This design comes from an exercise in tuning for small area on the open sky130 flow, not from production work.
RTL that was checked went through simulation tests only; none was proved equivalent to the original.
Power and IR drop assume default switching activity.

== trial 69 ==
==> module pim_system, before the edit <==
module pim_system #(
    parameter int BUS_WIDTH_BITS           = 64,
    parameter int CMD_SIZE_BITS            = 64,
    parameter int FETCH_BUS_TRANSFERS      = 128,
    parameter int MACS_PER_CYCLE           = 16,
    parameter int PIM_BASE_LATENCY_CYCLES  = 20,
    parameter int FETCH_CYCLES             = 5,
    parameter int STORE_CYCLES             = 5,
    parameter int SEQUENCER_FIFO_DEPTH     = 4,
    parameter int MICROPROG_LEN_WORDS      = 4,
    parameter int ADDR_WIDTH_BITS          = 64,
    parameter int MEM_DEPTH_WORDS          = 1024
)(
    input  logic clk,
    input  logic rst_n,
    input  logic cpu_cmd_valid,
    input  logic [CMD_SIZE_BITS-1:0]  cpu_cmd_data,
    output logic cpu_cmd_ready,
    input  logic cpu_microprog_valid,
    input  logic [CMD_SIZE_BITS*MICROPROG_LEN_WORDS-1:0] cpu_microprog_data,
    output logic cpu_microprog_ack,
    input  logic cpu_execute_seq_valid,
    output logic cpu_execute_seq_ready,
    output logic pim_system_idle,
    output logic sequencer_busy_out
);
    localparam int CW = 13;    
    localparam int EW = 4*CW;  
    function automatic logic [CW-1:0] encode(input logic [63:0] w);
        logic c, b, r;
        c = (w[63:56] == 8'h03);
        b = (w[63:56] == 8'h01) || (w[63:56] == 8'h02) || (w[63:56] == 8'h04);
        r = |w[3:0];
        encode = {!c || (w[4] && r), w[15:6], c ? w[5] : b, c && (w[4] || r)};
    endfunction
    logic [EW-1:0] mem [0:3];
    logic [3:0] valid_q;
    logic [3:0] move;
    logic       ack_q;
    logic       empty, full, do_write, do_read;
    logic [EW-1:0] wdata;
    assign wdata = {encode(cpu_microprog_data[255:192]), encode(cpu_microprog_data[191:128]),
                    encode(cpu_microprog_data[127:64]),  encode(cpu_microprog_data[63:0])};
    assign empty    = (valid_q == 4'b0000);
    assign full     = (valid_q == 4'b1111);
    assign do_write = cpu_microprog_valid && !full;
    assign move[3] = do_read;
    assign move[2] = valid_q[2] && (!valid_q[3] || move[3]);
    assign move[1] = valid_q[1] && (!valid_q[2] || move[2]);
    assign move[0] = valid_q[0] && (!valid_q[1] || move[1]);
    always_ff @(posedge clk) begin
        if (do_write) mem[0] <= wdata;
        for (int k = 1; k < 4; k++)
            if (move[k-1]) mem[k] <= mem[k-1];
    end
    always_ff @(posedge clk or negedge rst_n) begin
        if (!rst_n) begin
            valid_q <= '0;
            ack_q   <= 1'b0;
        end else begin
            ack_q <= do_write;
            valid_q[0] <= do_write || (valid_q[0] && !move[0]);
            for (int k = 1; k < 4; k++)
                valid_q[k] <= move[k-1] || (valid_q[k] && !move[k]);
        end
    end
    logic [4:0] seq_q;
    logic [EW-1:0] prog_q;
    logic       seq_busy, seq_issue;
    logic       ctrl_busy, accept;
    assign seq_busy  = (seq_q != 5'd0);
    assign seq_issue = seq_q[4] && !seq_q[3] && !seq_q[0];
    assign do_read   = (seq_q == 5'd14);
    always_ff @(posedge clk) begin
        if (do_read) prog_q <= mem[3];
    end
    always_ff @(posedge clk or negedge rst_n) begin
        if (!rst_n)
            seq_q <= 5'd0;
        else if (!seq_busy)
            seq_q <= empty ? 5'd0 : 5'd6;
        else if (seq_q[4] && seq_q[3])
            seq_q <= 5'd0;
        else if (!seq_q[4] || !ctrl_busy)
            seq_q <= seq_q + 5'd1;
    end
    logic [12:0] ctr_q;
    logic        rnd_q;
    logic [CW-1:0] code;
    logic [12:0]   start;
    always_comb begin
        code = encode(cpu_cmd_data) & {CW{!seq_issue}};
        for (int k = 0; k < 4; k++)
            code = code | (prog_q[k*CW +: CW] & {CW{seq_issue && seq_q[2:1] == 2'(k)}});
    end
    logic special;
    assign special = code[12] && !code[0];
    assign start = !special ? {1'b1, ~code[11:0]} : code[1] ? 13'd8075 : 13'd19;
    assign ctrl_busy = (ctr_q != {8'd0, 4'b1100, rnd_q});
    assign accept    = !ctrl_busy && (seq_issue || cpu_cmd_valid);
    always_ff @(posedge clk or negedge rst_n) begin
        if (!rst_n) begin
            ctr_q <= 13'd24;
            rnd_q <= 1'b0;
        end else if (accept) begin
            ctr_q <= start;
            rnd_q <= code[12] && code[0];
        end else if (ctrl_busy) begin
            ctr_q <= ctr_q + 13'd1;
        end
    end
    assign cpu_cmd_ready         = cpu_cmd_valid && !seq_issue && !ctrl_busy;
    assign cpu_microprog_ack     = ack_q;
    assign cpu_execute_seq_ready = !empty && !seq_busy;
    assign pim_system_idle       = !ctrl_busy && !seq_busy && empty;
    assign sequencer_busy_out    = seq_busy;
endmodule
clock: 5.0 ns
lec_check: 0
cap_margin: 20
core_margin: 2
core_utilization: 70
place_density: 0.8
slew_margin: 20
standard.sh (not shown) runs the stock make flow with config.mk's settings and CLKGATE_MAP_FILE= SYNTH_SCRIPT=/design/flow/synth_recipe.tcl, a recipe that flattens the netlist after the stock synthesis.
==> flow/flow/run.sh <==
#!/bin/bash
# The standard layout (standard.sh: standard synthesis, floorplan,
# placement, CTS, routing), with two changes passed through the ORFS
# variables it reads:
#  - port buffers are the smallest buffer, buf_1 (every port still gets one);
#  - clock tree synthesis builds its tree from clkbuf_8 and its leaves from
#    clkbuf_4 in clusters of at most 11 sinks, without dummy loads.
# The whole make run's output goes to standard.log; ORFS keeps each
# tool's own log under orfs/logs/.
set -euo pipefail
export BUFFER_PORTS_ARGS="-buffer_cell sky130_fd_sc_hd__buf_1"
export CTS_ARGS="-sink_clustering_enable -repair_clock_nets -dont_use_dummy_load -buf_list {sky130_fd_sc_hd__clkbuf_4 sky130_fd_sc_hd__clkbuf_8} -root_buf sky130_fd_sc_hd__clkbuf_8 -tree_buf sky130_fd_sc_hd__clkbuf_8 -sink_clustering_buffer sky130_fd_sc_hd__clkbuf_4 -sink_clustering_size 11 -sink_clustering_max_diameter 40"
bash standard.sh > standard.log 2>&1
## Diff of input files: trial 58 against trial 69
--- a/flow/design.v
+++ b/flow/design.v
@@ -81,10 +81,10 @@
         else if (!seq_busy)
             seq_q <= empty ? 5'd0 : 5'd6;
         else if (seq_q[4] && seq_q[3])
             seq_q <= 5'd0;
-        else if (!seq_q[4] || !ctrl_busy)
-            seq_q <= seq_q + 5'd1;
+        else
+            seq_q <= seq_q + {4'd0, !seq_q[4] || !ctrl_busy};
     end
     logic [12:0] ctr_q;
     logic        rnd_q;
     logic [CW-1:0] code;
@@ -102,13 +102,11 @@
     always_ff @(posedge clk or negedge rst_n) begin
         if (!rst_n) begin
             ctr_q <= 13'd24;
             rnd_q <= 1'b0;
-        end else if (accept) begin
-            ctr_q <= start;
-            rnd_q <= code[12] && code[0];
-        end else if (ctrl_busy) begin
-            ctr_q <= ctr_q + 13'd1;
+        end else begin
+            ctr_q <= accept ? start : ctr_q + {12'd0, ctrl_busy};
+            if (accept) rnd_q <= code[12] && code[0];
         end
     end
     assign cpu_cmd_ready         = cpu_cmd_valid && !seq_issue && !ctrl_busy;
     assign cpu_microprog_ack     = ack_q;
--- outcome ---
Comparing trial 58 and trial 69, the higher routability congestion estimate from global placement is on trial 58.
Trial 58 does better than trial 69 on combined area of all synthesized cells.
Delta(post-route standard cell area excluding fillers, trial 58 - trial 69) > 0
Trial 69 → trial 58: post-place instance area held steady, die area shrank by about 0.5%, worst-case reg-to-reg path depth grew by 2, die outline height held steady.
Final cell count: higher on trial 58
On sequential-to-total area share from yosys stat: trial 58 sits above trial 69.
Trial 58 — sequential share of layout area 0.37 points lower, trial 69 as reference
Global-route usage for trial 58: 2.0 points up relative to trial 69

========
== P ==
The RTL this note starts from:
==> flow/design.v <==
`timescale 1ns / 1ps
module pim_system #(
    parameter int BUS_WIDTH_BITS           = 64,
    parameter int CMD_SIZE_BITS            = 64,
    parameter int FETCH_BUS_TRANSFERS      = 128,
    parameter int MACS_PER_CYCLE           = 16,
    parameter int PIM_BASE_LATENCY_CYCLES  = 20,
    parameter int FETCH_CYCLES             = 5,
    parameter int STORE_CYCLES             = 5,
    parameter int SEQUENCER_FIFO_DEPTH     = 4,
    parameter int MICROPROG_LEN_WORDS      = 4,
    parameter int ADDR_WIDTH_BITS          = 64,
    parameter int MEM_DEPTH_WORDS          = 1024
)(
    input  logic clk,
    input  logic rst_n,
    input  logic cpu_cmd_valid,
    input  logic [CMD_SIZE_BITS-1:0]  cpu_cmd_data,
    output logic cpu_cmd_ready,
    input  logic cpu_microprog_valid,
    input  logic [CMD_SIZE_BITS*MICROPROG_LEN_WORDS-1:0] cpu_microprog_data,
    output logic cpu_microprog_ack,
    input  logic cpu_execute_seq_valid,
    output logic cpu_execute_seq_ready,
    output logic pim_system_idle,
    output logic sequencer_busy_out
);
    localparam int CW = 13;    
    localparam int EW = 4*CW;  
    function automatic logic [CW-1:0] encode(input logic [63:0] w);
        logic c, b, r;
        c = (w[63:56] == 8'h03);
        b = (w[63:56] == 8'h01) || (w[63:56] == 8'h02) || (w[63:56] == 8'h04);
        r = |w[3:0];
        encode = {!c || (w[4] && r), w[15:6], c ? w[5] : b, c && (w[4] || r)};
    endfunction
    logic [EW-1:0] mem [0:3];
    logic [1:0] wr_ptr_q, rd_ptr_q;
    logic       full_q;    
    logic       ack_q;
    logic       empty, full, do_write, do_read;
    logic [EW-1:0] wdata;
    assign wdata = {encode(cpu_microprog_data[255:192]), encode(cpu_microprog_data[191:128]),
                    encode(cpu_microprog_data[127:64]),  encode(cpu_microprog_data[63:0])};
    assign empty    = (wr_ptr_q == rd_ptr_q) && !full_q;
    assign full     = full_q;
    assign do_write = cpu_microprog_valid && !full;
    always_ff @(posedge clk) begin
        if (do_write) mem[wr_ptr_q] <= wdata;
    end
    always_ff @(posedge clk or negedge rst_n) begin
        if (!rst_n) begin
            wr_ptr_q <= '0;
            rd_ptr_q <= '0;
            full_q   <= 1'b0;
            ack_q    <= 1'b0;
        end else begin
            ack_q <= do_write;
            if (do_write) wr_ptr_q <= wr_ptr_q + 2'd1;
            if (do_read)  rd_ptr_q <= rd_ptr_q + 2'd1;
            if (do_read)       full_q <= 1'b0;
            else if (do_write) full_q <= (wr_ptr_q + 2'd1 == rd_ptr_q);
        end
    end
    logic [4:0] seq_q;
    logic [EW-1:0] prog_q;
    logic       seq_busy, seq_issue;
    logic       ctrl_busy, accept;
    assign seq_busy  = (seq_q != 5'd0);
    assign seq_issue = seq_q[4] && !seq_q[3] && !seq_q[0];
    assign do_read   = (seq_q == 5'd14);
    logic [EW-1:0] head;
    always_comb begin
        head = '0;
        for (int k = 0; k < 4; k++)
            head = head | (mem[k] & {EW{rd_ptr_q == 2'(k)}});
    end
    always_ff @(posedge clk) begin
        if (do_read) prog_q <= head;
    end
    always_ff @(posedge clk or negedge rst_n) begin
        if (!rst_n)
            seq_q <= 5'd0;
        else if (!seq_busy)
            seq_q <= empty ? 5'd0 : 5'd6;
        else if (seq_q[4] && seq_q[3])
            seq_q <= 5'd0;
        else if (!seq_q[4] || !ctrl_busy)
            seq_q <= seq_q + 5'd1;
    end
    logic [12:0] ctr_q;
    logic        rnd_q;
    logic [CW-1:0] code;
    logic [12:0]   start;
    always_comb begin
        code = encode(cpu_cmd_data) & {CW{!seq_issue}};
        for (int k = 0; k < 4; k++)
            code = code | (prog_q[k*CW +: CW] & {CW{seq_issue && seq_q[2:1] == 2'(k)}});
    end
    logic special;
    assign special = code[12] && !code[0];
    assign start = !special ? {1'b1, ~code[11:0]} : code[1] ? 13'd8075 : 13'd19;
    assign ctrl_busy = (ctr_q != {8'd0, 4'b1100, rnd_q});
    assign accept    = !ctrl_busy && (seq_issue || cpu_cmd_valid);
    always_ff @(posedge clk or negedge rst_n) begin
        if (!rst_n) begin
            ctr_q <= 13'd24;
            rnd_q <= 1'b0;
        end else if (accept) begin
            ctr_q <= start;
            rnd_q <= code[12] && code[0];
        end else if (ctrl_busy) begin
            ctr_q <= ctr_q + 13'd1;
        end
    end
    assign cpu_cmd_ready         = cpu_cmd_valid && !seq_issue && !ctrl_busy;
    assign cpu_microprog_ack     = ack_q;
    assign cpu_execute_seq_ready = !empty && !seq_busy;
    assign pim_system_idle       = !ctrl_busy && !seq_busy && empty;
    assign sequencer_busy_out    = seq_busy;
endmodule
export LEC_CHECK = 0
export CAP_MARGIN = 20
export CORE_MARGIN = 2
export CORE_UTILIZATION = 70
export PLACE_DENSITY = 0.8
export SLEW_MARGIN = 20
create_clock -name core_clock -period 5.0 [get_ports {clk}]
==> flow/flow/run.sh <==
#!/bin/bash
# Standard layout, with two changes: the port buffers are the smallest
# buffer (buf_1), and clock tree synthesis uses smaller clock buffers and
# no dummy loads.
set -euo pipefail
export BUFFER_PORTS_ARGS="-buffer_cell sky130_fd_sc_hd__buf_1"
export CTS_ARGS="-sink_clustering_enable -repair_clock_nets -dont_use_dummy_load -buf_list {sky130_fd_sc_hd__clkbuf_4} -sink_clustering_size 10 -sink_clustering_max_diameter 35"
bash standard.sh > standard.log 2>&1
Input changes introduced in Q (baseline for comparison: P):
-- flow/design.v --
<<< P, line 36
    endfunction
    logic [EW-1:0] mem [0:3];
    logic [1:0] wr_ptr_q, rd_ptr_q;
    logic       full_q;    
    logic       ack_q;
    logic       empty, full, do_write, do_read;
>>> Q, line 36
    endfunction
    logic [EW-1:0] mem [0:3];
    logic [3:0] valid_q;
    logic [3:0] move;
    logic       ack_q;
    logic       empty, full, do_write, do_read;
<<< P, line 43
    assign wdata = {encode(cpu_microprog_data[255:192]), encode(cpu_microprog_data[191:128]),
                    encode(cpu_microprog_data[127:64]),  encode(cpu_microprog_data[63:0])};
    assign empty    = (wr_ptr_q == rd_ptr_q) && !full_q;
    assign full     = full_q;
    assign do_write = cpu_microprog_valid && !full;
    always_ff @(posedge clk) begin
        if (do_write) mem[wr_ptr_q] <= wdata;
    end
    always_ff @(posedge clk or negedge rst_n) begin
        if (!rst_n) begin
            wr_ptr_q <= '0;
            rd_ptr_q <= '0;
            full_q   <= 1'b0;
            ack_q    <= 1'b0;
        end else begin
            ack_q <= do_write;
            if (do_write) wr_ptr_q <= wr_ptr_q + 2'd1;
            if (do_read)  rd_ptr_q <= rd_ptr_q + 2'd1;
            if (do_read)       full_q <= 1'b0;
            else if (do_write) full_q <= (wr_ptr_q + 2'd1 == rd_ptr_q);
        end
    end
>>> Q, line 43
    assign wdata = {encode(cpu_microprog_data[255:192]), encode(cpu_microprog_data[191:128]),
                    encode(cpu_microprog_data[127:64]),  encode(cpu_microprog_data[63:0])};
    assign empty    = (valid_q == 4'b0000);
    assign full     = (valid_q == 4'b1111);
    assign do_write = cpu_microprog_valid && !full;
    assign move[3] = do_read;
    assign move[2] = valid_q[2] && (!valid_q[3] || move[3]);
    assign move[1] = valid_q[1] && (!valid_q[2] || move[2]);
    assign move[0] = valid_q[0] && (!valid_q[1] || move[1]);
    always_ff @(posedge clk) begin
        if (do_write) mem[0] <= wdata;
        for (int k = 1; k < 4; k++)
            if (move[k-1]) mem[k] <= mem[k-1];
    end
    always_ff @(posedge clk or negedge rst_n) begin
        if (!rst_n) begin
            valid_q <= '0;
            ack_q   <= 1'b0;
        end else begin
            ack_q <= do_write;
            valid_q[0] <= do_write || (valid_q[0] && !move[0]);
            for (int k = 1; k < 4; k++)
                valid_q[k] <= move[k-1] || (valid_q[k] && !move[k]);
        end
    end
<<< P, line 70
    assign seq_issue = seq_q[4] && !seq_q[3] && !seq_q[0];
    assign do_read   = (seq_q == 5'd14);
    logic [EW-1:0] head;
    always_comb begin
        head = '0;
        for (int k = 0; k < 4; k++)
            head = head | (mem[k] & {EW{rd_ptr_q == 2'(k)}});
    end
    always_ff @(posedge clk) begin
        if (do_read) prog_q <= head;
    end
    always_ff @(posedge clk or negedge rst_n) begin
>>> Q, line 73
    assign seq_issue = seq_q[4] && !seq_q[3] && !seq_q[0];
    assign do_read   = (seq_q == 5'd14);
    always_ff @(posedge clk) begin
        if (do_read) prog_q <= mem[3];
    end
    always_ff @(posedge clk or negedge rst_n) begin
==> comparison <==
- Going from P to Q, the met2 usage in global routing was found to have gone down by 12 points.
- In the reports, the flip-flop count of Q falls short of that of P.
- As of Q, wire length per cell after detailed routing had fallen by more than 10% compared to P.
- Summary of Q over P: wire length lower, worst hold slack higher, synthesized area lower, area of the die lower, number of nets at the end of the flow lower.
- Min clock network fraction of design power across P and Q: P
- Diff P -> Q: number of well taps decreased 17%; global-route usage decreased 8.2 points.
- Design area: Q better than P
No functional check of the RTL was part of P.

[port drivers added, routing unchanged]
The results above use ideal ports. As a check the final layouts listed here were re-extracted and re-timed, cells and wires unchanged. Step 1 sets driving cells, clkbuf_16 on the clock port and buf_2 on the other inputs (assumed; they add their load-dependent delay and slew). Step 2 times the ports against the registers' clock, not the clock port: input delays grow and output delays shrink by t, the midpoint of the rising clock arrivals with the driver on. a / b / c = ideal / step 1 / step 2; a / b = the first two.
| run | t (ns) | setup slack, ns | worst setup path at the end | worst register clock-pin slew, ns | cell pins on the clock port's net |
|---|---|---|---|---|---|
| trial 69 | 0.551 | 1.610 / 1.574 / 1.843 | input to register | 0.11 / 0.11 | 1 |
| trial 58 | 0.522 | 1.738 / 1.704 / 1.870 | input to register | 0.10 / 0.10 | 1 |
| P | 0.649 | 1.425 / 1.384 / 1.741 | input to register | 0.10 / 0.10 | 1 |
| Q | 0.621 | 1.569 / 1.535 / 1.803 | input to register | 0.10 / 0.10 | 1 |
After both steps every run listed still meets setup and hold.
